From an optimization exercise on the open Yosys and OpenROAD flow, aimed at small area; shortcuts taken in it are not production practice. The RTL was checked by simulation tests, not by an equivalence proof against the original design. Power is estimated from default activity; no workload was simulated.

$ cat config.mk
export PLATFORM = sky130hd
export DESIGN_NAME = vgalab1
export DESIGN_NICKNAME = vgalab1
export VERILOG_FILES = /design/flow/design.v
export SDC_FILE = /design/flow/constraint.sdc
export NUM_CORES = 4
export LEC_CHECK = 0
export ABC_AREA = 1
export CAP_MARGIN = 0
export CORE_MARGIN = 2
export CORE_UTILIZATION = 40
export CTS_BUF_LIST = sky130_fd_sc_hd__clkbuf_8
export GPL_TIMING_DRIVEN = 0
export SLEW_MARGIN = 0
$ cat standard.sh
#!/bin/bash
# synth_recipe.tcl (not shown) runs the flow's synth.tcl, then flattens the netlist and writes it again
# the make line also repeats each setting of config.mk as NAME=value (left out here)
make -C /OpenROAD-flow-scripts/flow DESIGN_CONFIG=/design/flow/config.mk WORK_HOME=/design/flow/orfs CLKGATE_MAP_FILE= SYNTH_SCRIPT=/design/flow/synth_recipe.tcl "${@:-finish}"
$ cat design.v
module vgalab1(
  input clk,             
  input rst_n,           
  input key_jump_n,      
  input key_restart_n,   
  input sw_gray,         
  output [0:6] HEX0, HEX1,   
  output VGA_HS,
  output VGA_VS,
  output VGA_BLANK,
  output [9:0] VGA_R,
  output [9:0] VGA_G,
  output [9:0] VGA_B
);
wire [5:0] xq;
wire [3:0] xr;
wire [5:0] yq;
wire [3:0] yr;
wire [2:0] idx;
wire [9:0] gray;
wire video_on;
vga_sync u1(.clk(clk), .rst_n(rst_n), .xq(xq), .xr(xr), .yq(yq), .yr(yr), .hs(VGA_HS), .vs(VGA_VS));
background background(.clk(clk), .rst_n(rst_n), .jump(key_jump_n), .restart(key_restart_n),
  .xq(xq), .xr(xr), .yq(yq), .yr(yr), .idx(idx), .gray(gray), .video_on(video_on), .HEX0(HEX0), .HEX1(HEX1));
assign VGA_BLANK = VGA_HS & VGA_VS;
assign VGA_R = !video_on ? 10'h000 : sw_gray ? gray : {10{idx[0]}};
assign VGA_G = !video_on ? 10'h000 : sw_gray ? gray : {10{idx[1]}};
assign VGA_B = !video_on ? 10'h000 : sw_gray ? gray : {10{idx[2]}};
endmodule
module background(
	input clk, input rst_n, input jump, input restart,
	input [5:0] xq, input [3:0] xr, input [5:0] yq, input [3:0] yr,
	output reg [2:0] idx, output [9:0] gray, output video_on,
	output [0:6] HEX0, output [0:6] HEX1);
function automatic ge(input [10:0] a, input [10:0] b);
	integer i; reg r;
	begin
		r = 1'b1;
		for (i = 0; i < 11; i = i + 1) r = (a[i] ^ b[i]) ? a[i] : r;
		ge = r;
	end
endfunction
function automatic sge(input [10:0] a, input [10:0] b);
	sge = ge({~a[10], a[9:0]}, {~b[10], b[9:0]});
endfunction
function automatic sin(input [10:0] v, input [10:0] lo, input [10:0] hi);
	sin = sge(v, lo) && sge(hi, v);
endfunction
function automatic [10:0] sub(input [10:0] a, input [10:0] b);
	integer i; reg c; reg p;
	begin
		c = 1'b1;
		for (i = 0; i < 11; i = i + 1) begin
			p = a[i] ^ ~b[i];
			sub[i] = p ^ c;
			c = (a[i] & ~b[i]) | (c & p);
		end
	end
endfunction
function automatic [10:0] add(input [10:0] a, input [10:0] b);
	integer i; reg c; reg p;
	begin
		c = 1'b0;
		for (i = 0; i < 11; i = i + 1) begin
			p = a[i] ^ b[i];
			add[i] = p ^ c;
			c = (a[i] & b[i]) | (c & p);
		end
	end
endfunction
function automatic [10:0] pk(input integer v);
	pk = ((v / 15) << 4) | (v % 15);
endfunction
function automatic [10:0] px(input integer v);
	px = (((v + 160) / 15) << 4) | ((v + 160) % 15);
endfunction
function automatic [10:0] pd(input integer v);
	integer q, r;
	begin
		q = v / 15;
		r = v - q * 15;
		if (r < 0) begin r = r + 15; q = q - 1; end
		pd = q * 16 + r;
	end
endfunction
function automatic [6:0] subc(input [6:0] a, input [6:0] b, input bin);
	integer i; reg c; reg p;
	begin
		c = !bin;
		for (i = 0; i < 7; i = i + 1) begin
			p = a[i] ^ ~b[i];
			subc[i] = p ^ c;
			c = (a[i] & ~b[i]) | (c & p);
		end
	end
endfunction
function automatic [10:0] dsub(input [9:0] a, input [9:0] b);
	reg [6:0] rd, rc, qd;
	begin
		rd = subc({3'd0, a[3:0]}, {3'd0, b[3:0]}, 1'b0);
		rc = subc(rd, 7'd0, rd[4]);
		qd = subc({1'b0, a[9:4]}, {1'b0, b[9:4]}, rd[4]);
		dsub = {qd, rc[3:0]};
	end
endfunction
wire [10:0] X = {1'b0, xq, xr};
wire [10:0] Y = {1'b0, yq, yr};
assign video_on = !ge(X, px(640)) && !yq[5];
wire [5:0] gx = {xq[5:4] - 2'd1, xq[3:0]};
assign gray = (!ge(X, px(80)) || ge(X, px(561))) ? 10'd0 : ({yq[4:0], 5'd0} | {4'd0, gx});
wire tt = (X == px(199)) || (X == px(399)) || (X == px(599)) || (X == px(799));
wire y1 = yr == 4'd1 || yr == 4'd4 || yr == 4'd7 || yr == 4'd10 || yr == 4'd13;
wire y0 = yr == 4'd0 || yr == 4'd3 || yr == 4'd6 || yr == 4'd9 || yr == 4'd12;
wire mt = (y1 && X == px(399)) || (y0 && X == px(799));
reg [9:0] s_k;
reg [4:0] lf_k;
wire [9:0] s = s_k ^ px(120);
wire [4:0] lf = lf_k ^ 5'b11110;  
wire [10:0] ssq = sub({5'd0, s[9:4]}, 1);
wire [10:0] ssr = sub({7'd0, s[3:0]}, 1);
always @(posedge clk or negedge rst_n)
	if (!rst_n) begin
		s_k <= 10'd0;
		lf_k <= 5'd0;
	end else if (tt) begin
		if (s == px(0)) s_k <= px(641) ^ px(120);
		else if (s[3:0] == 4'd0) s_k <= {ssq[5:0], 4'd14} ^ px(120);
		else s_k <= {s[9:4], ssr[3:0]} ^ px(120);
		if (s == px(0)) lf_k <= {lf[1] ^ lf[2], lf[4:1]} ^ 5'b11110;
	end
wire [10:0] S = {1'b0, s};
wire n1 = !ge(S, px(561));    
wire a2 = !ge(S, px(432));    
wire n2a = !ge(S, px(351));   
wire a3 = !ge(S, px(218));    
wire n3a = !ge(S, px(133));   
reg [4:0] mq_k;
reg [1:0] mc_k;
reg [9:0] mxo_k;
wire [4:0] mq = mq_k ^ 5'd5;
wire [1:0] mc = mc_k ^ 2'd2;
wire [9:0] mxo = mxo_k ^ px(335);
reg hit, dis1, dis2, dis3;
reg [3:0] sf, ss;
wire [10:0] M = {2'd0, mq, mc[1], mc[0], mc[1], mc[0]};
wire [10:0] MX = {1'b0, mxo};
reg ty1, ty2, ty3, by1, by2, by3, my;
reg g0, gA, gH;
reg [1:0] tn;
wire [9:0] kx = (tn == 2'd1) ? (a2 ? {6'd14, 4'd0} : {6'd35, 4'd3}) :
                (tn == 2'd2) ? (a3 ? {6'd28, 4'd4} : {6'd49, 4'd7}) : 10'd0;
wire [10:0] kr = add({7'd0, s[3:0]}, {7'd0, kx[3:0]});
wire kc = ge(kr, 15);
wire [10:0] krc = kc ? sub(kr, 15) : kr;
wire [10:0] kq = add(add({5'd0, s[9:4]}, {5'd0, kx[9:4]}), {10'd0, kc});
wire [9:0] sn = {kq[5:0], krc[3:0]};
wire [10:0] dn = dsub(mxo, sn);
wire w84 = tn == 2'd2;
wire nn = (tn == 2'd1) ? (!a2 || n2a) : (tn == 2'd2) ? (!a3 || n3a) : n1;
always @(posedge clk or negedge rst_n)
	if (!rst_n) tn <= 2'd0;
	else if (!sin(dn, pd(30), pd(84))) tn <= (tn == 2'd2) ? 2'd0 : tn + 2'd1;
wire [1:0] t = xr[2] ? tn : xr[1:0];
wire usep = (t == 2'd1 && !a2) || (t == 2'd2 && !a3);
wire [3:0] fs = usep ? lf[3:0] : lf[4:1];
reg [8:0] htab;
always @*
	case ({t, fs})
	6'd0: htab = {5'd20, 4'd0};  
	6'd1: htab = {5'd14, 4'd10};  
	6'd2: htab = {5'd11, 4'd5};  
	6'd3: htab = {5'd19, 4'd5};  
	6'd4: htab = {5'd16, 4'd10};  
	6'd5: htab = {5'd12, 4'd0};  
	6'd6: htab = {5'd26, 4'd0};  
	6'd7: htab = {5'd22, 4'd10};  
	6'd8: htab = {5'd20, 4'd5};  
	6'd9: htab = {5'd10, 4'd0};  
	6'd10: htab = {5'd26, 4'd10};  
	6'd11: htab = {5'd14, 4'd12};  
	6'd12: htab = {5'd22, 4'd3};  
	6'd13: htab = {5'd11, 4'd1};  
	6'd14: htab = {5'd18, 4'd6};  
	6'd15: htab = {5'd13, 4'd4};  
	6'd16: htab = {5'd13, 4'd4};  
	6'd17: htab = {5'd14, 4'd12};  
	6'd18: htab = {5'd11, 4'd5};  
	6'd19: htab = {5'd16, 4'd10};  
	6'd20: htab = {5'd10, 4'd0};  
	6'd21: htab = {5'd26, 4'd10};  
	6'd22: htab = {5'd20, 4'd5};  
	6'd23: htab = {5'd11, 4'd1};  
	6'd24: htab = {5'd12, 4'd0};  
	6'd25: htab = {5'd22, 4'd10};  
	6'd26: htab = {5'd19, 4'd5};  
	6'd27: htab = {5'd20, 4'd0};  
	6'd28: htab = {5'd26, 4'd0};  
	6'd29: htab = {5'd14, 4'd10};  
	6'd30: htab = {5'd18, 4'd6};  
	6'd31: htab = {5'd22, 4'd3};  
	6'd32: htab = {5'd12, 4'd11};  
	6'd33: htab = {5'd26, 4'd10};  
	6'd34: htab = {5'd18, 4'd3};  
	6'd35: htab = {5'd16, 4'd4};  
	6'd36: htab = {5'd26, 4'd0};  
	6'd37: htab = {5'd21, 4'd5};  
	6'd38: htab = {5'd11, 4'd13};  
	6'd39: htab = {5'd11, 4'd1};  
	6'd40: htab = {5'd12, 4'd0};  
	6'd41: htab = {5'd13, 4'd5};  
	6'd42: htab = {5'd19, 4'd5};  
	6'd43: htab = {5'd26, 4'd0};  
	6'd44: htab = {5'd14, 4'd12};  
	6'd45: htab = {5'd19, 4'd7};  
	6'd46: htab = {5'd20, 4'd11};  
	6'd47: htab = {5'd22, 4'd10};  
	default: htab = 9'd0;
	endcase
reg [4:0] mqd;
reg [1:0] mcd;
wire mt1 = (y1 && X == px(400)) || (y0 && X == px(0));
wire slot_my = mt1 || t == 2'd3;
wire [10:0] ua = (xr[2] && !slot_my) ? M : Y;
wire [10:0] ub = slot_my ? M : {2'd0, htab};
wire [10:0] ud = dsub(ua[9:0], ub[9:0]);
wire uneg = ud[10];
wire ud_ge0 = !uneg;
wire ud_by = sin(ud, -64, -32);       
wire ud_my = sin(ud, -32, 0) && ge(M, pk(30));
wire ud_gA = sge(ud, -54);            
wire ud_gH = sge(ud, -70);            
always @(posedge clk)
	if (slot_my)
		my <= ud_my;
	else if (!xr[3])
		case (xr[2:0])
		3'd0: begin ty1 <= ud_ge0; by1 <= ud_by; end
		3'd1: begin ty2 <= ud_ge0; by2 <= ud_by; end
		3'd2: begin ty3 <= ud_ge0; by3 <= ud_by; end
		3'd4: begin g0 <= ud_ge0; gA <= ud_gA; gH <= ud_gH; end
		default: ;
		endcase
wire colany = nn && sin(dn, pd(30), w84 ? pd(84) : pd(80)) && g0;
wire bdn = nn && sin(dn, pd(50), w84 ? pd(64) : pd(60));
wire mlow = !ge(M, pk(81));
wire mhigh = ge(M, pk(400));
wire brA = !jump && !hit;
wire brB = !brA && !restart;
wire brC = !brA && restart && mlow;
wire brD = !brA && restart && !mlow && mhigh;
wire brE = !brA && restart && !mlow && !mhigh && colany;
wire brH = !brA && restart && !mlow && !mhigh && !colany;
reg [4:0] mqn;
reg [1:0] mcn;
always @* begin
	mqn = mq; mcn = mc;
	if (brA) begin
		if (mc == 2'd2) mcn = 2'd0;
		else if (mq != 5'd0) begin mqn = sub(mq, 1); mcn = {mc[0], !mc[0]}; end
	end else if (brB) begin mqn = 5'd5; mcn = 2'd2; end
	else if (brC) begin mqn = 5'd5; mcn = 2'd1; end
	else if (brD) begin mqn = 5'd26; mcn = 2'd2; end
	else if (brH) begin
		if (mc == 2'd2) begin mqn = add(mq, 1); mcn = 2'd0; end
		else mcn = {mc[0], !mc[0]};
	end
	mqd = mt ? mqn : mq;
	mcd = mt ? mcn : mc;
end
wire bok = !hit && (brA || brD || brH);
wire dn_dis = (tn == 2'd1) ? dis2 : (tn == 2'd2) ? dis3 : dis1;
wire bany = bok && !dn_dis && bdn && (brA ? gA : (brD || gH));
wire b1 = bany && tn == 2'd0;
wire b2 = bany && tn == 2'd1;
wire b3 = bany && tn == 2'd2;
wire c1 = ge(S, px(561)) && !ge(S, px(566));
wire c2 = ge(S, px(351)) && !ge(S, px(356));
wire c3 = ge(S, px(133)) && !ge(S, px(138));
wire sf10 = sf == 4'd10;
always @(posedge clk or negedge rst_n)
	if (!rst_n) begin
		mxo_k <= 10'd0;
		hit <= 1'b0;
		dis1 <= 1'b0; dis2 <= 1'b0; dis3 <= 1'b0;
		sf <= 4'd0; ss <= 4'd0;
	end else if (mt) begin
		if (brB) mxo_k <= 10'd0;
		else if (brE) mxo_k <= sn ^ px(335);
		if (brB) hit <= 1'b0;
		else if (brC || brD || brE) hit <= 1'b1;
		dis1 <= b1 ? 1'b1 : c1 ? 1'b0 : dis1;
		dis2 <= b2 ? 1'b1 : c2 ? 1'b0 : dis2;
		dis3 <= b3 ? 1'b1 : c3 ? 1'b0 : dis3;
		if (bany) begin
			sf <= sf10 ? 4'd0 : add(sf, 1);
			if (sf10) ss <= add(ss, 1);
		end else if (brB) begin
			sf <= 4'd0; ss <= 4'd0;
		end
	end
always @(posedge clk or negedge rst_n)
	if (!rst_n) begin
		mq_k <= 5'd0; mc_k <= 2'd0;    
	end else begin
		mq_k <= mqd ^ 5'd5; mc_k <= mcd ^ 2'd2;
	end
BCD DisplayScoreFirst(sf, HEX0);
BCD DisplayScoreSecond(ss, HEX1);
wire [10:0] ex = dsub(X[9:0], s);
wire tx1 = n1 && sin(ex, pd(0), pd(80));
wire tx2 = a2 ? (n2a && sin(ex, pd(210), pd(290))) : sin(ex, pd(-432), pd(-352));
wire tx3 = a3 ? (n3a && sin(ex, pd(424), pd(508))) : sin(ex, pd(-218), pd(-134));
wire bx1 = n1 ? sin(ex, pd(20), pd(60)) : (!ge(S, px(581)) && sge(ex, pd(19)));
wire bx2 = a2 ? (n2a ? sin(ex, pd(230), pd(270)) : (!ge(S, px(371)) && sge(ex, pd(229)))) : sin(ex, pd(-412), pd(-372));
wire bx3 = a3 ? (n3a ? sin(ex, pd(444), pd(488)) : (!ge(S, px(153)) && sge(ex, pd(443)))) : sin(ex, pd(-198), pd(-154));
wire y400 = !ge(Y, pk(401));
wire [10:0] mdx = dsub(mxo, X[9:0]);
wire mon = ge(MX, px(30)) && sin(mdx, pd(0), pd(30)) && (mt1 ? ud_my : my);
always @* begin
	idx = 3'd6;
	if (ge(Y, pk(400))) idx = 3'd2;
	if (!ge(Y, pk(51))) idx = 3'd4;
	else if (mon) idx = 3'd5;
	else if (bx1 && by1) idx = dis1 ? 3'd6 : 3'd3;
	else if (tx1 && ty1 && y400) idx = 3'd0;
	else if (bx2 && by2) idx = dis2 ? 3'd6 : 3'd3;
	else if (tx2 && ty2 && y400) idx = 3'd0;
	else if (bx3 && by3) idx = dis3 ? 3'd6 : 3'd3;
	else if (tx3 && ty3 && y400) idx = 3'd0;
	if (hit) begin
		if (ge(X, px(30)) && ge(px(610), X) && ge(Y, pk(50)) && ge(pk(450), Y)) idx = 3'd0;
		if (ge(X, px(130)) && ge(px(510), X) && ge(pk(400), Y) && ge(Y, pk(100))) begin
			idx = 3'd7;
			if (ge(px(170), X) && ge(pk(350), Y)) idx = 3'd0;
			if (ge(X, px(240)) && ge(px(410), X) && ge(Y, pk(200)) && ge(pk(250), Y)) idx = 3'd0;
			if (ge(X, px(290)) && ge(px(337), X) && ge(Y, pk(150)) && ge(pk(350), Y)) idx = 3'd0;
			if (ge(X, px(460)) && ge(pk(350), Y)) idx = 3'd0;
		end
	end
end
endmodule
module BCD(m, Display0);
	input [3:0] m;
	output [0:6] Display0;
	assign Display0 [0:6] = (m[3:0] == 4'b0000) ? 7'b0000001:  
									(m[3:0] == 4'b0001) ? 7'b1001111:  
									(m[3:0] == 4'b0010) ? 7'b0010010:  
									(m[3:0] == 4'b0011) ? 7'b0000110:  
									(m[3:0] == 4'b0100) ? 7'b1001100:  
									(m[3:0] == 4'b0101) ? 7'b0100100:  
									(m[3:0] == 4'b0110) ? 7'b0100000:  
									(m[3:0] == 4'b0111) ? 7'b0001111:  
									(m[3:0] == 4'b1000) ? 7'b0000000: 7'b0000100;  
endmodule
module vga_sync(
   input clk,
   input rst_n,
   output [5:0] xq,
   output [3:0] xr,
   output reg [5:0] yq,
   output reg [3:0] yr,
   output hs,
   output vs
);
function automatic [5:0] inc(input [5:0] a);
   integer i; reg c;
   begin
      c = 1'b1;
      for (i = 0; i < 6; i = i + 1) begin inc[i] = a[i] ^ c; c = a[i] & c; end
   end
endfunction
function automatic ge(input [9:0] a, input [9:0] b);
   integer i; reg r;
   begin
      r = 1'b1;
      for (i = 0; i < 10; i = i + 1) r = (a[i] ^ b[i]) ? a[i] : r;
      ge = r;
   end
endfunction
function automatic [9:0] px(input integer v);
   px = (((v + 160) / 15) << 4) | ((v + 160) % 15);
endfunction
reg [5:0] xq_k;
reg [3:0] xr_k;
assign xq = xq_k ^ 6'd10;
assign xr = xr_k ^ 4'd10;
wire [9:0] X = {xq, xr};
wire [5:0] xqi = inc(xq);
wire [5:0] xri = inc({2'd0, xr});
wire [5:0] yqi = inc(yq);
wire [5:0] yri = inc({2'd0, yr});
always @(posedge clk or negedge rst_n)
   if (!rst_n) begin
      xq_k <= 6'd0;
      xr_k <= 4'd0;
   end else begin
      if (xr == 4'd14) begin
         xr_k <= ((xq == 6'd63) ? 4'd10 : 4'd0) ^ 4'd10;
         xq_k <= ((xq == 6'd63) ? 6'd10 : xqi) ^ 6'd10;
      end else
         xr_k <= xri[3:0] ^ 4'd10;
   end
reg first_k;
wire first = !first_k;
always @(posedge clk or negedge rst_n)
   if (!rst_n) first_k <= 1'b0;
   else if (X == px(699)) first_k <= 1'b1;
assign hs = !(ge(X, px(660)) && ge(px(755), X)) && !(first && X == px(0));
assign vs = !first && !(yq == 6'd32 && yr == 4'd14) && !(yq == 6'd33 && yr == 4'd0);
always @(posedge clk or negedge rst_n)
   if (!rst_n) begin
      yq <= 6'd0;
      yr <= 4'd0;
   end else if (X == px(699)) begin
      if (yr == 4'd14) begin
         yr <= 4'd0;
         yq <= (yq == 6'd34) ? 6'd0 : yqi;
      end else
         yr <= yri[3:0];
   end
endmodule
$ cat constraint.sdc
create_clock -name core_clock -period 12.0 [get_ports {clk}]
set_input_delay 2.4000 -clock core_clock [delete_from_list [all_inputs] [get_ports {clk}]]
set_output_delay 2.4000 -clock core_clock [all_outputs]
set_load 0.01 [all_outputs]
$ cat flow/area.abc
strash; &get -n; &deepsyn -T 60 -S @SEED@; &put; dch -f; amap; topo; buffer -p; upsize -D 6000; dnsize -D 6000
$ cat flow/run.sh
#!/bin/bash
# Own layout flow: the standard synthesis, then the combinational logic
# between the registers is mapped again by ABC for area (the registers are
# kept as they are, with their names and cells), then the standard
# layout with single-strength port buffers.
set -euo pipefail
W=$(pwd)
R=$W/orfs/results/$FLOW_PLATFORM/vgalab1/base
LIB=$FLOW_HOME/platforms/$FLOW_PLATFORM/lib/sky130_fd_sc_hd__tt_025C_1v80.lib

# 1. standard synthesis, up to the netlist
bash standard.sh $R/1_2_yosys.v > $W/std_synth.log 2>&1
cp $R/1_2_yosys.v $W/std_1_2_yosys.v

# 2. map the logic between registers again, with four seeds; keep the
#    smallest
DONT=""
for c in $(grep -o "\-dont_use [a-z0-9_]*" $W/orfs/logs/$FLOW_PLATFORM/vgalab1/base/1_2_yosys.log | awk '{print $2}' | sort -u); do
  DONT="$DONT -dont_use $c"
done
reabc() {
  local n=$1
  sed "s/@SEED@/$n/" $W/flow/area.abc > $W/area_$n.abc
  cat > $W/reabc_$n.ys <<E2
read_liberty -ignore_miss_func -overwrite $LIB
read_verilog $W/std_1_2_yosys.v
hierarchy -top $FLOW_TOP
setattr -mod -set keep_hierarchy 1 sky130_fd_sc_hd__df* sky130_fd_sc_hd__edf* sky130_fd_sc_hd__sdf* sky130_fd_sc_hd__dl* sky130_fd_sc_hd__conb_*
flatten
opt_clean -purge
tee -o $W/reabc_before_$n.txt stat -liberty $LIB
abc -liberty $LIB $DONT -script $W/area_$n.abc
opt_clean -purge
splitnets
opt_clean -purge
hilomap -singleton -hicell sky130_fd_sc_hd__conb_1 HI -locell sky130_fd_sc_hd__conb_1 LO
insbuf -buf sky130_fd_sc_hd__buf_4 A X
opt_clean -purge
tee -o $W/reabc_after_$n.txt stat -liberty $LIB
read_liberty -lib -ignore_miss_func -overwrite $LIB
check -assert
write_verilog -noattr -nohex -nodec $W/reabc_$n.v
E2
  yosys -l $W/reabc_$n.log -q -s $W/reabc_$n.ys > /dev/null 2>&1 || true
}
for n in 1 2 3 4; do reabc $n & done
wait
best=""
bestarea=""
for n in 1 2 3 4; do
  [ -s $W/reabc_$n.v ] || continue
  a=$(grep "Chip area for top module" $W/reabc_after_$n.txt | awk '{print $NF}')
  if [ -z "$best" ] || awk "BEGIN{exit !($a < $bestarea)}"; then best=$n; bestarea=$a; fi
done
echo "seed $best area $bestarea" > $W/reabc_choice.txt
cp $W/reabc_$best.v $R/1_2_yosys.v

# 3. standard layout from the new netlist
bash standard.sh "BUFFER_PORTS_ARGS=-buffer_cell sky130_fd_sc_hd__buf_1" finish > $W/std_layout.log 2>&1
==> reports/metrics.yaml, run 1 <==
sta:
  period_share_pct: 93.02
  tns_ns: 0
  period_needed_ns: 11.16
  slew_viol_final: 0
  fmax_ghz: 0.08959
  rsz0062_at_grt: "no"
  finalHoldViolCount: 0
  maxSlewHeadroom_pct: 14.08
  skew_ns: 0.01959
  worst_pin_slew_ns: 1.279
  setup_viol_count_final: 0
die:
  fp.dieH_microns: 135.8
  start_util_pct: 40.61
  ios: 52
  die_area_sq_mm: 0.01845
  die_x_microns: 135.8
  core_area_sq_mm: 0.01712
  rows: 48
synthesis:
  netlist_instances: 1068
  synth-warning-count: 2
  syn_avg_cell_area_sq_um: 6.508
  syn_area_sq_mm: 0.006950
  syn_nets: 1073
setup_path:
  crit_family: "simple AND/OR/NAND/NOR gates"
  cp_data_arrival_time_ns: 8.76
  slowest_stage: "or4_1"
  crit_fanout: 10
  crit_path_start_kind: "flop"
  max_stage_delay_ns: 0.56
  end_kind: "primary output"
  path_class: "reg -> out"
  crit_required_ns: 9.60
  cpMostUsedCell: "nor2_1"
  critical_path_buf_inv_count: 7
routing:
  vias: 8236
  routed_wl_microns: 24030
  drt-vias-per-instance: 6.047
  antenna_left: 0
  first_iter_violations: 1082
  drtPass1Iterations: 6
  post-route-drc-count: 0
  wl_per_cell_microns: 17.65
placement:
  io_buffer_count: 51
  numPlacedInstances: 1346
  globalplace.congestion: 0.9130
  place_hpwl_microns: 18560
clocking:
  cts_tree: "built"
  numCtsBuffers: 9
  insertion_delay_ns: 0.38
  postCtsSetupBuffers: 0
  numClockSinks: 77
  cts.reportedPaths.clkPinSlew_ns: 0.09
  clockBufferDepth: 2
  clockRootBuffer: "clkbuf_8"
  cts_hold_buf: 0
  h-tree-depth: 3
pwr:
  switching_share_pct: 45.20
  p_leak_nw: 3.134
  p_int_mw: 0.6247
  combPwrFrac_pct: 52.4
  power_density_mw_per_mm2: 147.5
  ir_drop_mv: 0.1750
  p_sw_mw: 0.5153
  power_mw: 1.140
  p_seq_share_pct: 25.8
  clkPwrFrac_pct: 21.8
layout:
  layout-drive-gt1-share_pct: 3.870
  areaGrowthSynthToFinish_pct: 11.18
  finalNonFillerCells: 1362
  diodes: 0
  final_nets: 1137
  utilization_pct: 45.15
outcome:
  status: "complete, no violations"
grt:
  antenna_found_initial: 1
  top_usage_layer: "met2"
  track_usage_pct: 26.31
  grtUsageMet3_pct: 5.108
  met2_usage_pct: 41.78
  grt_max_degree: 31
  grt_pass1_vias: 7306
  gr-total-overflow: 0
  grt_pass1_wl_microns: 38090
  met1_usage_pct: 35.90
flow_run:
  drv_cap: 0
hold_path:
  min_path_type: "reg -> reg"
-- layer usage --
layer | part of all wire, % | vias to the layer above | routed length, microns
li1 | - | 3981 | -
met2 | 45 | 372 | 10840
met4 | 2.6 | 0 | 618
met5 | 0 | - | 0
met3 | 7.5 | 55 | 1799
met1 | 45 | 3828 | 10780
-- cells in the final DEF (no fill, tap or decap), types with 7 or more instances in the layout --
cell      count
nor4_1       17
buf_1        50
a21oi_1      57
a211oi_1     12
a31oi_1      16
a311oi_1      7
nand2_1      98
o21ai_0     132
nand3_1      17
clkbuf_8     10
o22ai_1      54
clkbuf_1     14
a22oi_1      17
edfxtp_1     10
nor3_1       42
inv_1       138
nor2_1      219
o32ai_1       8
o221ai_1      7
nor2b_1      11
o211ai_1      7
dfrtp_1      67
o21a_1       18
or2_2        20
-- state kept, by name, summed over array words and instances (netlist names), 2 cells and up, named ones only --
register          flops
u1.yq                 6
u1.yr                 4
background.s_k       10
background.ss         4
u1.xq_k               6
background.sf         4
background.mxo_k     10
background.lf_k       5
u1.xr_k               4
background.mq_k       3
background.tn         2
-- worst register-to-register path: cells and delay by family, from the launching register on --
family / cells / cell delay (ns)
buffers and inverters: 9 / 1.25
AND/OR/NAND/NOR: 19 / 3.32
AO/OA/AOI/OAI: 11 / 2.52
flip-flops: 1 / 0.47
-- per-stage QoR --
step | instance area, sq um | hold slack, ns | setup WS, ns
3_3_place_gp | 7423 | 0.4836 | 1.100
5_1_grt | 7727 | 0.5236 | 0.06776
2_1_floorplan | 6950 | 0.4509 | 3.194
3_5_place_dp | 7465 | 0.4859 | 1.139
4_1_cts | 7705 | 0.5061 | 0.6887
6_report | 7727 | 0.5033 | 0.8378
-- worst paths after layout --
check	start	to	slack, ns	depth (start not counted)
worst max-delay path	u1.xr_k[1]$_DFF_PN0_	VGA_B[7]	0.84	35
worst min-delay path	u1.first_k$_DFFE_PN0N_	u1.first_k$_DFFE_PN0N_	0.50	1
worst max register to register	background.s_k[6]$_DFFE_PN0P_	background.ss[3]$_DFFE_PN0P_	4.25	39
worst min register to register	u1.first_k$_DFFE_PN0N_	u1.first_k$_DFFE_PN0N_	0.50	1
max in group asynchronous	rst_n	u1.yq[5]$_DFFE_PN0P_	9.37	3
min in group asynchronous	rst_n	background.s_k[0]$_DFFE_PN0P_	1.92	1
-- repair_timing --
item | CTS | global route
resized for setup | 0 | 4
endpoints found under the hold margin | 0 | 0
setup endpoints to repair | 0 | 18
-- area by class of cell --
cell class / count / area [sq um]
Buffer: 14 / 52.55
Multi-Input combinational cell: 838 / 4422
Fill cell: 1815 / 9389
Timing Repair Buffer: 53 / 232.7
Clock inverter: 6 / 102.6
Sequential cell: 77 / 1977
Inverter: 139 / 521.8
Tap cell: 225 / 281.5
Clock buffer: 10 / 137.6
-- power by group through the flow --
stage                     Sequential [mW]  Clock [mW]  Combinational [mW]
after global routing                0.295       0.262               0.667
after floorplan                     0.296           0               0.440
after detailed placement            0.299           0               0.574
after CTS                           0.293       0.253               0.577
after global placement              0.299           0               0.572
final                               0.294       0.249               0.597
==> run 2, diff against run 1 <==
--- a/flow/run.sh
+++ b/flow/run.sh
@@ -55,5 +55,5 @@
 echo "seed $best area $bestarea" > $W/reabc_choice.txt
 cp $W/reabc_$best.v $R/1_2_yosys.v
 
-# 3. standard layout from the new netlist
-bash standard.sh "BUFFER_PORTS_ARGS=-buffer_cell sky130_fd_sc_hd__buf_1" finish > $W/std_layout.log 2>&1
+# 3. standard layout from the new netlist (no dummy clock loads)
+bash standard.sh "BUFFER_PORTS_ARGS=-buffer_cell sky130_fd_sc_hd__buf_1" "CTS_ARGS=-sink_clustering_enable -repair_clock_nets -buf_list sky130_fd_sc_hd__clkbuf_8 -dont_use_dummy_load" finish > $W/std_layout.log 2>&1
==> run 2 against run 1 <==
Against the previous run:
- power decreased by 7.9%
- hold slack worse by 0.0033 ns
- cell count decreased by 0.51%
- critical endpoint unchanged
- utilization down 0.68 points
- synthesized area stayed put
- largest power group unchanged
- first-iteration DRC count fell by 6.7%
- non-clock buffer count is the same
- design area down 1.5%
- die area unchanged
- clock skew increased by 0.0096 ns
==> reports/metrics.yaml, run 2 <==
outcome:
  status: "complete, no violations"
layout:
  layout-drive-gt1-share_pct: 3.451
  fill_cells: 1822
  final_cell_mix: "nor2_1 (219), inv_1 (136), o21ai_0 (132)"
  areaGrowthSynthToFinish_pct: 9.505
  diodes: 0
  fin_area_sq_mm: 0.007611
  final_common_cell: "nor2_1"
  final_nets: 1137
  largestRegisters: "background.mxo_k (10), background.s_k (10)"
setup_path:
  max_stage_delay_ns: 0.55
  slowest_stage: "or4_1"
  path_class: "reg -> out"
  end_kind: "primary output"
  crit_required_ns: 9.60
  cpMostUsedCell: "nor2_1"
  r2r_slack_ns: 4.30
  crit_path_start_kind: "flop"
  cp_data_arrival_time_ns: 8.77
  crit_fanout: 10
  critical_path_buf_inv_count: 7
  crit_family: "simple AND/OR/NAND/NOR gates"
clocking:
  numClockSinks: 77
  cts.reportedPaths.clkPinSlew_ns: 0.08
  numCtsBuffers: 9
  cts_tree: "built"
  clockBufferDepth: 2
  clockRootBuffer: "clkbuf_8"
  insertion_delay_ns: 0.38
  h-tree-depth: 3
sta:
  finalHoldViolCount: 0
  fmax_ghz: 0.08954
  slew_viol_final: 0
  tns_ns: 0
  setup_viol_count_final: 0
  period_share_pct: 93.07
  worst_pin_slew_ns: 1.234
  period_needed_ns: 11.17
  skew_ns: 0.02919
  setup_slack_ns: 0.8316
  maxSlewHeadroom_pct: 17.11
  rsz0062_at_grt: "no"
  whs_ns: 0.5000
grt:
  antenna_found_initial: 1
  grt_pass1_vias: 7284
  track_usage_pct: 26.24
  grt_pass1_wl_microns: 38010
  grt_max_degree: 31
  gr-total-overflow: 0
synthesis:
  syn_nets: 1073
  syn_area_sq_mm: 0.006950
  netlist_instances: 1068
  syn_avg_cell_area_sq_um: 6.508
  synth-warning-count: 2
routing:
  vias: 8150
  routed_wl_microns: 23850
  first_iter_violations: 1009
  wl_per_cell_microns: 17.60
  antenna_left: 0
  drtPass1Iterations: 6
  post-route-drc-count: 0
  drt-vias-per-instance: 6.015
placement:
  place_hpwl_microns: 18560
  globalplace.congestion: 0.9130
  placed_area_sq_mm: 0.007465
  io_buffer_count: 51
  place_ws_ns: 1.139
die:
  die_x_microns: 135.8
  rows: 48
  core_area_sq_mm: 0.01712
  fp.dieH_microns: 135.8
  ios: 52
  start_util_pct: 40.61
  die_area_sq_mm: 0.01845
flow_run:
  drv_cap: 0
pwr:
  ir_drop_mv: 0.1740
  power_mw: 1.050
  p_leak_nw: 3.070
  power_density_mw_per_mm2: 138.0
hold_path:
  min_path_type: "reg -> reg"
[run 2: final cells by class]
cell class                      count  area, sq um  area share (%)
Inverter                          139        521.8           6.855
Clock buffer                        9        123.9           1.627
Buffer                             14        52.55          0.6904
Timing Repair Buffer               53        232.7           3.058
Sequential cell                    77         1977           25.97
Tap cell                          225        281.5           3.699
Multi-Input combinational cell    838         4422           58.10
[run 2: path summary, 6_finish.rpt]
path                                                    start                            end  cells after the start
min in group asynchronous                               rst_n  background.s_k[0]$_DFFE_PN0P_                      1
max in group asynchronous                               rst_n                      async pin                      3
worst min-delay path                   u1.first_k$_DFFE_PN0N_         u1.first_k$_DFFE_PN0N_                      1
worst max-delay path                     u1.xr_k[1]$_DFF_PN0_                       VGA_B[7]                     35
worst min register to register         u1.first_k$_DFFE_PN0N_         u1.first_k$_DFFE_PN0N_                      1
worst max register to register  background.s_k[6]$_DFFE_PN0P_   background.ss[3]$_DFFE_PN0P_                     41
[run 2: per-layer routing]
layer	up-vias	wire length (microns)	GRT usage, %
met5	-	0	0
met4	0	671	8.912
met3	58	1669	5.406
met2	315	10770	41.64
met1	3804	10740	35.64
li1	3973	-	-
[run 2: worst reg2reg max path: cells and delay by family, from the launching register on]
family                 cells  cell delay (ns)
and+or+nand+nor           20             3.15
AOI/OAI and AO/OA         12             2.67
buffers and inverters      9             1.25
DFF                        1             0.47
[run 2: repair_timing]
action,in CTS,in global routing
setup endpoints to repair,0,18
resized for setup,0,4
setup buffers,0,0
hold buffers,0,0
hold endpoints to repair,0,0
[run 2: stage by stage]
stage / std cells / utilization, %
6_report: 1355 / 44.47
5_1_grt: 1355 / 44.47
4_1_cts: 1355 / 44.33
3_5_place_dp: 1346 / 43.61
3_3_place_gp: 1344 / 43.37
2_1_floorplan: 1068 / -
[run 2: where the power goes]
group | internal, mW | switching, mW
combinational | 0.196 | 0.399
clock | 0.0672 | 0.0944
sequential | 0.286 | 0.00742
==> run 3, diff against run 2 <==
--- a/flow/run.sh
+++ b/flow/run.sh
@@ -12,18 +12,18 @@
 bash standard.sh $R/1_2_yosys.v > $W/std_synth.log 2>&1
 cp $R/1_2_yosys.v $W/std_1_2_yosys.v
 
-# 2. map the logic between registers again, with four seeds; keep the
+# 2. map the logic between registers again, with several seeds; keep the
 #    smallest
 DONT=""
 for c in $(grep -o "\-dont_use [a-z0-9_]*" $W/orfs/logs/$FLOW_PLATFORM/vgalab1/base/1_2_yosys.log | awk '{print $2}' | sort -u); do
   DONT="$DONT -dont_use $c"
 done
 reabc() {
-  local n=$1
+  local n=$1 src=$2
   sed "s/@SEED@/$n/" $W/flow/area.abc > $W/area_$n.abc
   cat > $W/reabc_$n.ys <<E2
 read_liberty -ignore_miss_func -overwrite $LIB
-read_verilog $W/std_1_2_yosys.v
+read_verilog $src
 hierarchy -top $FLOW_TOP
 setattr -mod -set keep_hierarchy 1 sky130_fd_sc_hd__df* sky130_fd_sc_hd__edf* sky130_fd_sc_hd__sdf* sky130_fd_sc_hd__dl* sky130_fd_sc_hd__conb_*
 flatten
@@ -43,16 +43,24 @@
 E2
   yosys -l $W/reabc_$n.log -q -s $W/reabc_$n.ys > /dev/null 2>&1 || true
 }
-for n in 1 2 3 4; do reabc $n & done
+# the smallest of the given runs' netlists
+pick() {
+  local best="" bestarea="" n a
+  for n in "$@"; do
+    [ -s $W/reabc_$n.v ] || continue
+    a=$(grep "Chip area for top module" $W/reabc_after_$n.txt | awk '{print $NF}')
+    if [ -z "$best" ] || awk "BEGIN{exit !($a < $bestarea)}"; then best=$n; bestarea=$a; fi
+  done
+  echo $best
+}
+# two rounds of four seeds, the second from the first's best
+for n in 1 2 3 4; do reabc $n $W/std_1_2_yosys.v & done
 wait
-best=""
-bestarea=""
-for n in 1 2 3 4; do
-  [ -s $W/reabc_$n.v ] || continue
-  a=$(grep "Chip area for top module" $W/reabc_after_$n.txt | awk '{print $NF}')
-  if [ -z "$best" ] || awk "BEGIN{exit !($a < $bestarea)}"; then best=$n; bestarea=$a; fi
-done
-echo "seed $best area $bestarea" > $W/reabc_choice.txt
+b1=$(pick 1 2 3 4)
+for n in 5 6 7 8; do reabc $n $W/reabc_$b1.v & done
+wait
+best=$(pick $b1 5 6 7 8)
+echo "chosen: run $best, area $(grep 'Chip area for top module' $W/reabc_after_$best.txt | awk '{print $NF}')" > $W/reabc_choice.txt
 cp $W/reabc_$best.v $R/1_2_yosys.v
 
 # 3. standard layout from the new netlist (no dummy clock loads)
--- a/config.mk
+++ b/config.mk
@@ -8,7 +8,8 @@
 export ABC_AREA = 1
 export CAP_MARGIN = 0
 export CORE_MARGIN = 2
-export CORE_UTILIZATION = 40
+export CORE_UTILIZATION = 60
 export CTS_BUF_LIST = sky130_fd_sc_hd__clkbuf_8
 export GPL_TIMING_DRIVEN = 0
+export PLACE_DENSITY = 0.7
 export SLEW_MARGIN = 0
==> run 3 against run 2 <==
Against the previous run:
- wire length decreased by 7.8%
- combinational power grew 3%
- sequential share of layout area up 0.54 points
- synthesized cell count increased by 1.9%
- cell count down 4.6%
- hold slack worse by 0.020 ns
- critical path depth rose by 4
- utilization up 21 points
- fmax is 0.41% higher
- design area decreased by 2.0%
- largest power group unchanged
==> reports/metrics.yaml, run 3 <==
hold_path:
  min_path_type: "reg -> reg"
synthesis:
  netlist_instances: 1088
  syn_nets: 1093
  syn_avg_cell_area_sq_um: 6.372
  synth-warning-count: 2
  syn_area_sq_mm: 0.006933
setup_path:
  crit_fanout: 10
  critical_path_buf_inv_count: 8
  max_stage_delay_ns: 0.47
  slowest_stage: "o21ai_1"
  crit_path_start_kind: "flop"
  crit_family: "compound AO/OA/AOI/OAI gates"
  cp_data_arrival_time_ns: 8.72
  cpMostUsedCell: "nor2_1"
  crit_required_ns: 9.60
  end_kind: "primary output"
  path_class: "reg -> out"
routing:
  drt-vias-per-instance: 6.378
  wl_per_cell_microns: 17.02
  first_iter_violations: 1109
  routed_wl_microns: 22000
  antenna_left: 0
  vias: 8240
  post-route-drc-count: 0
  drtPass1Iterations: 7
sta:
  finalHoldViolCount: 0
  skew_ns: 0.01932
  slew_viol_final: 0
  period_share_pct: 92.69
  worst_pin_slew_ns: 1.122
  tns_ns: 0
  period_needed_ns: 11.12
  rsz0062_at_grt: "no"
  setup_slack_ns: 0.8774
  setup_viol_count_final: 0
  maxSlewHeadroom_pct: 24.62
  whs_ns: 0.4803
  fmax_ghz: 0.08991
layout:
  final_nets: 1156
  utilization_pct: 65.58
  fill_cells: 1080
  final_common_cell: "nor2_1"
  diodes: 0
  largestRegisters: "background.mxo_k (10), background.s_k (10)"
  layout-drive-gt1-share_pct: 2.611
  areaGrowthSynthToFinish_pct: 7.544
  final_cell_mix: "nor2_1 (252), inv_1 (145), o21ai_0 (118)"
grt:
  track_usage_pct: 35.41
  grt_max_degree: 41
  grtUsageMet3_pct: 7.077
  top_usage_layer: "met2"
  antenna_found_initial: 0
  gr-total-overflow: 0
  met2_usage_pct: 54.27
  met1_usage_pct: 49.15
  grt_pass1_wl_microns: 35720
  grt_pass1_vias: 7276
die:
  fp.dieH_microns: 111.5
  start_util_pct: 60.98
  rows: 39
  core_area_sq_mm: 0.01137
  die_area_sq_mm: 0.01243
  ios: 52
  die_x_microns: 111.5
placement:
  place_hpwl_microns: 17020
  io_buffer_count: 51
  place_ws_ns: 0.9456
  globalplace.congestion: 0.9849
pwr:
  power_density_mw_per_mm2: 142.8
  power_mw: 1.065
  p_leak_nw: 3.100
  ir_drop_mv: 0.1714
clocking:
  cts_tree: "built"
  insertion_delay_ns: 0.39
  numCtsBuffers: 9
  numClockSinks: 77
  cts_hold_buf: 0
  cts.reportedPaths.clkPinSlew_ns: 0.07
  clockBufferDepth: 2
  h-tree-depth: 3
  clockRootBuffer: "clkbuf_8"
flow_run:
  drv_cap: 0
outcome:
  status: "complete, no violations"
==> run 3: cell count changes in the layout (fill, tap and decap cells not counted), moves of 6 or more <==
cell,before,now
nor2_1,219,252
a21oi_1,57,73
o21ai_0,132,118
inv_1,136,145
nor4_1,17,8
or2_2,20,13
a2111oi_0,1,7
clkinv_1,2,8
==> run 3: area by class of cell <==
type | count | area [sq um] | share of cell area (%)
Multi-Input combinational cell | 847 | 4348 | 58.32
Sequential cell | 77 | 1977 | 26.51
Timing Repair Buffer | 52 | 212.7 | 2.853
Clock buffer | 9 | 123.9 | 1.661
Buffer | 10 | 37.54 | 0.5034
Tap cell | 143 | 178.9 | 2.400
Inverter | 154 | 578.1 | 7.753
==> run 3: stage by stage <==
stage,area (sq um),cells
after floorplan,6933,1088
after global placement,7303,1282
after detailed placement,7325,1283
after CTS,7448,1292
after global routing,7456,1292
final,7456,1292
==> run 3: power breakdown <==
| group | internal (mW) | switching (mW) |
|---|---|---|
| logic | 0.199 | 0.412 |
| clock network | 0.0669 | 0.0914 |
| registers | 0.287 | 0.00757 |
| total | 0.553 | 0.511 |
==> run 3: path summary, 6_finish.rpt <==
check	from	end	slack [ns]	cells after the start
max in group asynchronous	rst_n	u1.yq[4]$_DFFE_PN0P_	9.29	2
min in group asynchronous	rst_n	background.mxo_k[4]$_DFFE_PN0P_	2.04	1
worst min-delay path	u1.first_k$_DFFE_PN0N_	u1.first_k$_DFFE_PN0N_	0.48	2
worst max-delay path	background.s_k[2]$_DFFE_PN0P_	VGA_R[2]	0.88	39
worst min register to register	u1.first_k$_DFFE_PN0N_	u1.first_k$_DFFE_PN0N_	0.48	2
worst max register to register	background.s_k[0]$_DFFE_PN0P_	background.ss[3]$_DFFE_PN0P_	4.38	43
==> run 3: timing repair <==
action,4_1_cts,5_1_grt
endpoints found under the setup margin,0,27
endpoints found under the hold margin,0,0
resized for setup,0,6
setup buffers,0,0
==> run 3: layer usage <==
| metal | vias to the layer above | part of all wire [%] |
|---|---|---|
| met3 | 60 | 8.9 |
| li1 | 4018 | - |
| met4 | 0 | 3.1 |
| met5 | - | 0 |
| met2 | 434 | 45 |
| met1 | 3728 | 43 |
==> run 3: worst min-delay path, delay by kind of cell (launching register included) <==
family | cells | cell delay [ns]
flip-flops | 1 | 0.35
buffers and inverters | 1 | 0.05
AND/OR/NAND/NOR | 1 | 0.05
==> run 4, diff against run 3 <==
--- a/config.mk
+++ b/config.mk
@@ -8,8 +8,7 @@
 export ABC_AREA = 1
 export CAP_MARGIN = 0
 export CORE_MARGIN = 2
-export CORE_UTILIZATION = 60
+export CORE_UTILIZATION = 40
 export CTS_BUF_LIST = sky130_fd_sc_hd__clkbuf_8
 export GPL_TIMING_DRIVEN = 0
-export PLACE_DENSITY = 0.7
 export SLEW_MARGIN = 0
==> run 4 against run 3 <==
Against the previous run:
- sequential power about the same
- fmax down 2.0%
- critical path depth down 7
- synthesized cell count down 1.4%
- clock skew down 0.0013 ns
- global-route usage down 8.6 points
- sequential cell count unchanged
- hold slack about the same
- via count down 1.5%
- critical endpoint is now VGA_B[8]
- highest routed layer unchanged
==> reports/metrics.yaml, run 4 <==
sta:
  whs_ns: 0.4804
  period_share_pct: 94.54
  maxSlewHeadroom_pct: 26.15
  setup_slack_ns: 0.6548
  finalHoldViolCount: 0
  rsz0062_at_grt: "no"
  fmax_ghz: 0.08814
  worst_pin_slew_ns: 1.096
  skew_ns: 0.01801
  setup_viol_count_final: 0
  period_needed_ns: 11.35
  tns_ns: 0
  slew_viol_final: 0
setup_path:
  end_kind: "primary output"
  crit_family: "compound AO/OA/AOI/OAI gates"
  timing.rr.start: "background.s_k[2]$_DFFE_PN0P_"
  crit_fanout: 10
  crit_required_ns: 9.60
  slowest_stage: "o21ai_0"
  cp_data_arrival_time_ns: 8.95
  max_stage_delay_ns: 0.93
  critical_path_buf_inv_count: 6
  r2r_slack_ns: 4.13
  crit_start: "u1.xr_k[2]$_DFF_PN0_"
  crit_path_start_kind: "flop"
  path_class: "reg -> out"
grt:
  grt_pass1_vias: 7335
  grt_max_degree: 37
  grt_pass1_wl_microns: 38560
  track_usage_pct: 26.76
  gr-total-overflow: 0
  antenna_found_initial: 0
synthesis:
  syn_avg_cell_area_sq_um: 6.437
  netlist_instances: 1073
  syn_area_sq_mm: 0.006907
  syn_nets: 1078
  synth-warning-count: 2
layout:
  final_common_cell: "nor2_1"
  diodes: 0
  largestRegisters: "background.mxo_k (10), background.s_k (10)"
  fin_area_sq_mm: 0.007530
  areaGrowthSynthToFinish_pct: 9.022
  utilization_pct: 43.99
  final_cell_mix: "nor2_1 (207), inv_1 (145), o21ai_0 (145)"
  finalNonFillerCells: 1359
  final_nets: 1141
  layout-drive-gt1-share_pct: 3.086
die:
  start_util_pct: 40.35
  die_area_sq_mm: 0.01833
  core_area_sq_mm: 0.01712
  fp.dieH_microns: 135.4
  die_x_microns: 135.4
  rows: 48
  ios: 52
routing:
  wl_per_cell_microns: 17.86
  vias: 8119
  drtPass1Iterations: 6
  post-route-drc-count: 0
  antenna_left: 0
  drt-vias-per-instance: 5.974
  first_iter_violations: 911
  routed_wl_microns: 24280
clocking:
  insertion_delay_ns: 0.38
  cts_hold_buf: 0
  ctsResizeCount: 0
  h-tree-depth: 3
  cts_tree: "built"
  postCtsSetupBuffers: 0
  numClockSinks: 77
  numCtsBuffers: 9
  clockRootBuffer: "clkbuf_8"
  cts.reportedPaths.clkPinSlew_ns: 0.09
  clockBufferDepth: 2
pwr:
  combPwrFrac_pct: 55.8
  p_leak_nw: 3.117
  ir_drop_mv: 0.1739
  power_density_mw_per_mm2: 139.4
  p_sw_mw: 0.5034
  clkPwrFrac_pct: 15.8
  p_seq_share_pct: 28.4
  power_mw: 1.049
  p_int_mw: 0.5459
  switching_share_pct: 47.97
placement:
  globalplace.congestion: 0.9848
  place_ws_ns: 1.387
  numPlacedInstances: 1350
  place_hpwl_microns: 18800
  io_buffer_count: 51
  placed_area_sq_mm: 0.007406
hold_path:
  min_path_type: "reg -> reg"
  hold_start: "background.ss[3]$_DFFE_PN0P_"
flow_run:
  drv_cap: 0
outcome:
  status: "complete, no violations"
==> run 4: worst paths after layout <==
kind | to | cells after the start
min in group asynchronous | background.ss[2]$_DFFE_PN0P_ | 1
worst max-delay path | VGA_B[8] | 32
max in group asynchronous | u1.yq[5]$_DFFE_PN0P_ | 2
worst max register to register | background.ss[3]$_DFFE_PN0P_ | 37
worst min-delay path | background.ss[3]$_DFFE_PN0P_ | 1
worst min register to register | background.ss[3]$_DFFE_PN0P_ | 1
==> run 4: area by class of cell <==
| type | instances | area, sq um |
|---|---|---|
| fillers | 1868 | 9587 |
| multi-input cells | 835 | 4330 |
| flip-flops and latches | 77 | 1977 |
| inverters | 148 | 555.5 |
| well taps | 225 | 281.5 |
| repair buffers | 52 | 212.7 |
| clock buffers | 9 | 123.9 |
| plain buffers | 13 | 48.80 |
==> run 4: per-layer routing <==
layer | track usage (%) | share of wire (%)
met2 | 43.46 | 47
met5 | 0 | 0
met1 | 36.93 | 44
met4 | 7.870 | 2.0
met3 | 4.153 | 6.8
==> run 4: power by group through the flow <==
stage / Combinational [mW] / Clock (mW) / Sequential (mW)
global route: 0.661 / 0.179 / 0.299
floorplan: 0.437 / 0 / 0.299
detailed placement: 0.574 / 0 / 0.302
CTS: 0.576 / 0.168 / 0.297
finish: 0.586 / 0.166 / 0.298
global placement: 0.571 / 0 / 0.303
==> run 4: worst reg2reg max path: cells and delay by family, from the launching register on <==
family / cells / cell delay, ns
AO/OA/AOI/OAI: 16 / 3.56
buffers and inverters: 6 / 0.71
flip-flops: 1 / 0.48
AND/OR/NAND/NOR: 15 / 3.07
==> run 5, diff against run 4 <==
--- a/design.v
+++ b/design.v
@@ -145,7 +145,6 @@
 wire [10:0] M = {2'd0, mq, mc[1], mc[0], mc[1], mc[0]};
 wire [10:0] MX = {1'b0, mxo};
 reg ty1, ty2, ty3, by1, by2, by3, my;
-reg g0, gA, gH;
 reg [1:0] tn;
 wire [9:0] kx = (tn == 2'd1) ? (a2 ? {6'd14, 4'd0} : {6'd35, 4'd3}) :
                 (tn == 2'd2) ? (a3 ? {6'd28, 4'd4} : {6'd49, 4'd7}) : 10'd0;
@@ -227,8 +226,9 @@
 wire ud_ge0 = !uneg;
 wire ud_by = sin(ud, -64, -32);       
 wire ud_my = sin(ud, -32, 0) && ge(M, pk(30));
-wire ud_gA = sge(ud, -54);            
-wire ud_gH = sge(ud, -70);            
+wire g0 = ud_ge0;
+wire gA = sge(ud, -54);            
+wire gH = sge(ud, -70);            
 always @(posedge clk)
 	if (slot_my)
 		my <= ud_my;
@@ -237,7 +237,6 @@
 		3'd0: begin ty1 <= ud_ge0; by1 <= ud_by; end
 		3'd1: begin ty2 <= ud_ge0; by2 <= ud_by; end
 		3'd2: begin ty3 <= ud_ge0; by3 <= ud_by; end
-		3'd4: begin g0 <= ud_ge0; gA <= ud_gA; gH <= ud_gH; end
 		default: ;
 		endcase
 wire colany = nn && sin(dn, pd(30), w84 ? pd(84) : pd(80)) && g0;
==> run 5 against run 4 <==
Against the previous run:
- clock power is 4% lower
- clock skew grew 0.0030 ns
- design area fell by 1.1%
- fmax rose by 0.33%
- sequential power down 7.0%
- clock-buffer cell count unchanged
- first-iteration DRC count down 3.1%
- highest routed layer unchanged
==> reports/metrics.yaml, run 5 <==
outcome:
  status: "complete, no violations"
die:
  start_util_pct: 41.04
  ios: 52
  core_area_sq_mm: 0.01658
  rows: 47
  die_area_sq_mm: 0.01807
  fp.dieH_microns: 134.4
  die_x_microns: 134.4
routing:
  antenna_left: 0
  post-route-drc-count: 0
  wl_per_cell_microns: 17.38
  drt-vias-per-instance: 6.011
  drtPass1Iterations: 6
  vias: 8085
  routed_wl_microns: 23380
  first_iter_violations: 883
placement:
  io_buffer_count: 51
  globalplace.congestion: 0.9095
  place_hpwl_microns: 18460
  place_ws_ns: 0.5430
setup_path:
  max_stage_delay_ns: 0.59
  critical_path_buf_inv_count: 8
  slowest_stage: "a21oi_1"
  crit_family: "compound AO/OA/AOI/OAI gates"
  crit_path_start_kind: "flop"
  crit_required_ns: 9.60
  crit_fanout: 10
  end_kind: "primary output"
  path_class: "reg -> out"
  cp_data_arrival_time_ns: 8.91
grt:
  grt_pass1_wl_microns: 37240
  grt_pass1_vias: 7169
  gr-total-overflow: 0
  grt_max_degree: 30
  track_usage_pct: 25.85
  antenna_found_initial: 0
sta:
  tns_ns: 0
  period_needed_ns: 11.31
  finalHoldViolCount: 0
  maxSlewHeadroom_pct: 24.34
  setup_slack_ns: 0.6921
  skew_ns: 0.02097
  period_share_pct: 94.23
  rsz0062_at_grt: "no"
  fmax_ghz: 0.08843
  worst_pin_slew_ns: 1.106
  setup_viol_count_final: 0
  slew_viol_final: 0
clocking:
  clockRootBuffer: "clkbuf_8"
  cts.reportedPaths.clkPinSlew_ns: 0.08
  numClockSinks: 74
  insertion_delay_ns: 0.37
  cts_tree: "built"
  numCtsBuffers: 9
  cts_hold_buf: 0
  clockBufferDepth: 2
  h-tree-depth: 3
synthesis:
  synth-warning-count: 2
  syn_nets: 1068
  syn_area_sq_mm: 0.006805
  netlist_instances: 1063
  syn_avg_cell_area_sq_um: 6.402
layout:
  layout-drive-gt1-share_pct: 2.756
  final_cell_mix: "nor2_1 (233), inv_1 (144), o21ai_0 (132)"
  final_common_cell: "nor2_1"
  diodes: 0
  areaGrowthSynthToFinish_pct: 9.469
  final_nets: 1132
  largestRegisters: "background.mxo_k (10), background.s_k (10)"
pwr:
  p_leak_nw: 3.050
  power_density_mw_per_mm2: 143.5
  power_mw: 1.069
  ir_drop_mv: 0.06350
flow_run:
  drv_cap: 0
hold_path:
  min_path_type: "reg -> reg"
run 5: worst register-to-register path, delay by kind of cell, from the launching register on:
kind            cells  cell delay [ns]
compound gates     17             4.07
simple gates       14             2.34
buf+inv             7             1.42
flops               1             0.50
run 5: final timing paths:
path / from / end / slack (ns) / depth (start not counted)
max: u1.xr_k[1]$_DFF_PN0_ / VGA_B[7] / 0.69 / 37
min: background.lf_k[0]$_DFFE_PN0P_ / background.lf_k[0]$_DFFE_PN0P_ / 0.51 / 2
max reg2reg: u1.xr_k[1]$_DFF_PN0_ / background.ss[3]$_DFFE_PN0P_ / 3.54 / 38
min reg2reg: background.lf_k[0]$_DFFE_PN0P_ / background.lf_k[0]$_DFFE_PN0P_ / 0.51 / 2
max in group asynchronous: rst_n / background.s_k[1]$_DFFE_PN0P_ / 9.51 / 2
min in group asynchronous: rst_n / background.lf_k[0]$_DFFE_PN0P_ / 1.95 / 1
run 5: cell type report:
cell class	count	area (sq um)
Fill cell	1825	9134
Multi-Input combinational cell	830	4334
Sequential cell	74	1887
Inverter	149	559.3
Tap cell	220	275.3
Timing Repair Buffer	53	232.7
Clock buffer	9	123.9
Buffer	10	37.54
run 5: metal layers:
| metal | GRT usage, % | part of all wire, % | up-vias |
|---|---|---|---|
| li1 | - | - | 3948 |
| met1 | 37.04 | 47 | 3758 |
| met2 | 40.50 | 44 | 335 |
| met3 | 3.930 | 6.8 | 44 |
| met4 | 7.193 | 2.2 | 0 |
| met5 | 0 | 0 | - |
run 5: stage by stage:
| stage | utilization [%] | instances | hold slack, ns | area (sq um) |
|---|---|---|---|---|
| after floorplan | - | 1063 | 0.4509 | 6805 |
| after global placement | 43.85 | 1334 | 0.4683 | 7272 |
| after detailed placement | 44.14 | 1336 | 0.4810 | 7320 |
| after CTS | 44.88 | 1345 | 0.5023 | 7443 |
| after global routing | 44.92 | 1345 | 0.5196 | 7450 |
| final | 44.92 | 1345 | 0.5056 | 7450 |
run 5: where the power goes:
group / switching [mW] / internal [mW] / total (mW)
Clock: 0.0923 / 0.0671 / 0.159
Sequential: 0.00815 / 0.269 / 0.277
Combinational: 0.422 / 0.211 / 0.633
Total: 0.522 / 0.547 / 1.07
run 5: repair_timing:
| action | 4_1_cts | 5_1_grt |
|---|---|---|
| resized for setup | 0 | 3 |
| setup buffers | 0 | 0 |
| setup endpoints to repair | 0 | 30 |
==> run 6, diff against run 5 <==
--- a/flow/run.sh
+++ b/flow/run.sh
@@ -64,4 +64,4 @@
 cp $W/reabc_$best.v $R/1_2_yosys.v
 
 # 3. standard layout from the new netlist (no dummy clock loads)
-bash standard.sh "BUFFER_PORTS_ARGS=-buffer_cell sky130_fd_sc_hd__buf_1" "CTS_ARGS=-sink_clustering_enable -repair_clock_nets -buf_list sky130_fd_sc_hd__clkbuf_8 -dont_use_dummy_load" finish > $W/std_layout.log 2>&1
+bash standard.sh "BUFFER_PORTS_ARGS=-buffer_cell sky130_fd_sc_hd__buf_1" "CTS_ARGS=-sink_clustering_enable -repair_clock_nets -buf_list {sky130_fd_sc_hd__clkbuf_4 sky130_fd_sc_hd__clkbuf_8} -dont_use_dummy_load" finish > $W/std_layout.log 2>&1
==> run 6 against run 5 <==
Against the previous run:
- design area stayed put
- clock-buffer cell count stayed put
- cell count did not move
- critical path type unchanged
- power unchanged
- first-iteration DRC count did not move
- via count did not move
- fmax unchanged
- setup slack unchanged
- global-route usage unchanged
- clock power is essentially flat
- still clean
==> reports/metrics.yaml, run 6 <==
outcome:
  status: "complete, no violations"
clocking:
  cts.reportedPaths.clkPinSlew_ns: 0.08
  cts_tree: "built"
  h-tree-depth: 3
  numCtsBuffers: 9
  clockRootBuffer: "clkbuf_8"
  insertion_delay_ns: 0.37
  cts_hold_buf: 0
  clockBufferDepth: 2
  numClockSinks: 74
synthesis:
  syn_area_sq_mm: 0.006805
  synth-warning-count: 2
  syn_nets: 1068
  netlist_instances: 1063
  syn_avg_cell_area_sq_um: 6.402
layout:
  diodes: 0
  layout-drive-gt1-share_pct: 2.756
  fill_cells: 1825
  final_cell_mix: "nor2_1 (233), inv_1 (144), o21ai_0 (132)"
  final_nets: 1132
  largestRegisters: "background.mxo_k (10), background.s_k (10)"
  final_common_cell: "nor2_1"
  areaGrowthSynthToFinish_pct: 9.469
routing:
  post-route-drc-count: 0
  drt-vias-per-instance: 6.011
  antenna_left: 0
  vias: 8085
  wl_per_cell_microns: 17.38
  drtPass1Iterations: 6
  first_iter_violations: 883
  routed_wl_microns: 23380
grt:
  grt_max_degree: 30
  grt_pass1_vias: 7169
  gr-total-overflow: 0
  top_usage_layer: "met2"
  track_usage_pct: 25.85
  antenna_found_initial: 0
  grt_pass1_wl_microns: 37240
  met2_usage_pct: 40.50
  met1_usage_pct: 37.04
  grtUsageMet3_pct: 3.930
sta:
  skew_ns: 0.02097
  whs_ns: 0.5056
  maxSlewHeadroom_pct: 24.34
  worst_pin_slew_ns: 1.106
  period_share_pct: 94.23
  slew_viol_final: 0
  fmax_ghz: 0.08843
  finalHoldViolCount: 0
  setup_slack_ns: 0.6921
  period_needed_ns: 11.31
  setup_viol_count_final: 0
  tns_ns: 0
  rsz0062_at_grt: "no"
setup_path:
  crit_fanout: 10
  reg2reg_to: "background.ss[3]$_DFFE_PN0P_"
  timing.rr.start: "u1.xr_k[1]$_DFF_PN0_"
  r2r_slack_ns: 3.54
  end_kind: "primary output"
  crit_path_start_kind: "flop"
  cp_data_arrival_time_ns: 8.91
  r2r_cells: 38
  crit_required_ns: 9.60
  path_class: "reg -> out"
  max_stage_delay_ns: 0.59
  slowest_stage: "a21oi_1"
die:
  start_util_pct: 41.04
  rows: 47
  die_area_sq_mm: 0.01807
  fp.dieH_microns: 134.4
  die_x_microns: 134.4
  core_area_sq_mm: 0.01658
  ios: 52
hold_path:
  min_path_type: "reg -> reg"
  hold_end: "background.lf_k[0]$_DFFE_PN0P_"
  hold_start: "background.lf_k[0]$_DFFE_PN0P_"
  whs_path_depth: 2
placement:
  io_buffer_count: 51
  globalplace.congestion: 0.9095
  place_hpwl_microns: 18460
  place_ws_ns: 0.5430
pwr:
  ir_drop_mv: 0.06350
  p_leak_nw: 3.050
  power_density_mw_per_mm2: 143.5
flow_run:
  drv_cap: 0
run 6: metrics by stage:
step | total power, mW | util, % | area (sq um) | instances
after floorplan | 0.7508 | - | 6805 | 1063
after global placement | 0.8911 | 43.85 | 7272 | 1334
after detailed placement | 0.8968 | 44.14 | 7320 | 1336
after CTS | 1.061 | 44.88 | 7443 | 1345
after global routing | 1.159 | 44.92 | 7450 | 1345
final | 1.069 | 44.92 | 7450 | 1345
run 6: routing by layer:
layer	up-vias	share of wire (%)	wire (microns)
li1	3948	-	-
met1	3758	47	10890
met2	335	44	10400
met3	44	6.8	1584
met4	0	2.2	510
met5	-	0	0
run 6: worst max-delay path by stage:
stage               slack (ns)                  from  cells after the start  endpoint
finish                    0.69  u1.xr_k[1]$_DFF_PN0_                     37  VGA_B[7]
global route              0.03  u1.xr_k[1]$_DFF_PN0_                     37  VGA_B[8]
CTS                       0.11  u1.xr_k[1]$_DFF_PN0_                     37  VGA_B[7]
detailed placement        0.54  u1.xr_k[1]$_DFF_PN0_                     37  VGA_B[7]
global placement          0.49  u1.xr_k[1]$_DFF_PN0_                     37  VGA_B[7]
floorplan                 3.16  u1.xr_k[1]$_DFF_PN0_                     36  VGA_B[0]
run 6: final cells by class:
class	count	area [sq um]	area share (%)
sequential	74	1887	25.33
inverter	149	559.3	7.508
multi-input combinational	830	4334	58.18
buffer	10	37.54	0.5039
clock buffer	9	123.9	1.663
tap	220	275.3	3.695
timing repair buffer	53	232.7	3.124
run 6: repair_timing:
action / CTS / global route
buffers inserted: 0 / 0
endpoints found under the hold margin: 0 / 0
resized for setup: 0 / 3
setup endpoints to repair: 0 / 30
run 6: worst max-delay path: cells and delay by family (launching register included):
| kind | cells | cell delay, ns |
|---|---|---|
| simple gates | 10 | 1.64 |
| buf+inv | 8 | 1.55 |
| compound gates | 19 | 4.82 |
| flops | 1 | 0.50 |
run 6: power breakdown:
group	switching, mW	total, mW	internal [mW]
clock	0.0923	0.159	0.0671
combinational	0.422	0.633	0.211
sequential	0.00815	0.277	0.269
total	0.522	1.07	0.547

[port drivers added, routing unchanged]
Ports are ideal in the flow. The routed layouts listed here were re-timed in OpenROAD.
Step 1, drivers: a clkbuf_16 drives clk and a buf_2 each remaining input, both assumed.
Step 2 times the ports against the registers' clock, not the clock port: input delays grow and output delays shrink by t, the midpoint of the rising clock arrivals with the driver on.
a / b / c = ideal / step 1 / step 2; a / b = the first two.
| run | t (ns) | setup slack, ns | latest minus earliest clock arrival (ns) |
|---|---|---|---|
| run 1 | 0.413 | 0.838 / 0.797 / 1.210 | 0.019 / 0.020 |
| run 2 | 0.405 | 0.832 / 0.792 / 1.197 | 0.029 / 0.029 |
| run 3 | 0.419 | 0.877 / 0.838 / 1.257 | 0.020 / 0.019 |
| run 4 | 0.414 | 0.655 / 0.613 / 1.027 | 0.018 / 0.018 |
| run 5 | 0.404 | 0.692 / 0.652 / 1.056 | 0.021 / 0.021 |
| run 6 | 0.404 | 0.692 / 0.652 / 1.056 | 0.021 / 0.021 |
After both steps every run listed still meets setup and hold.
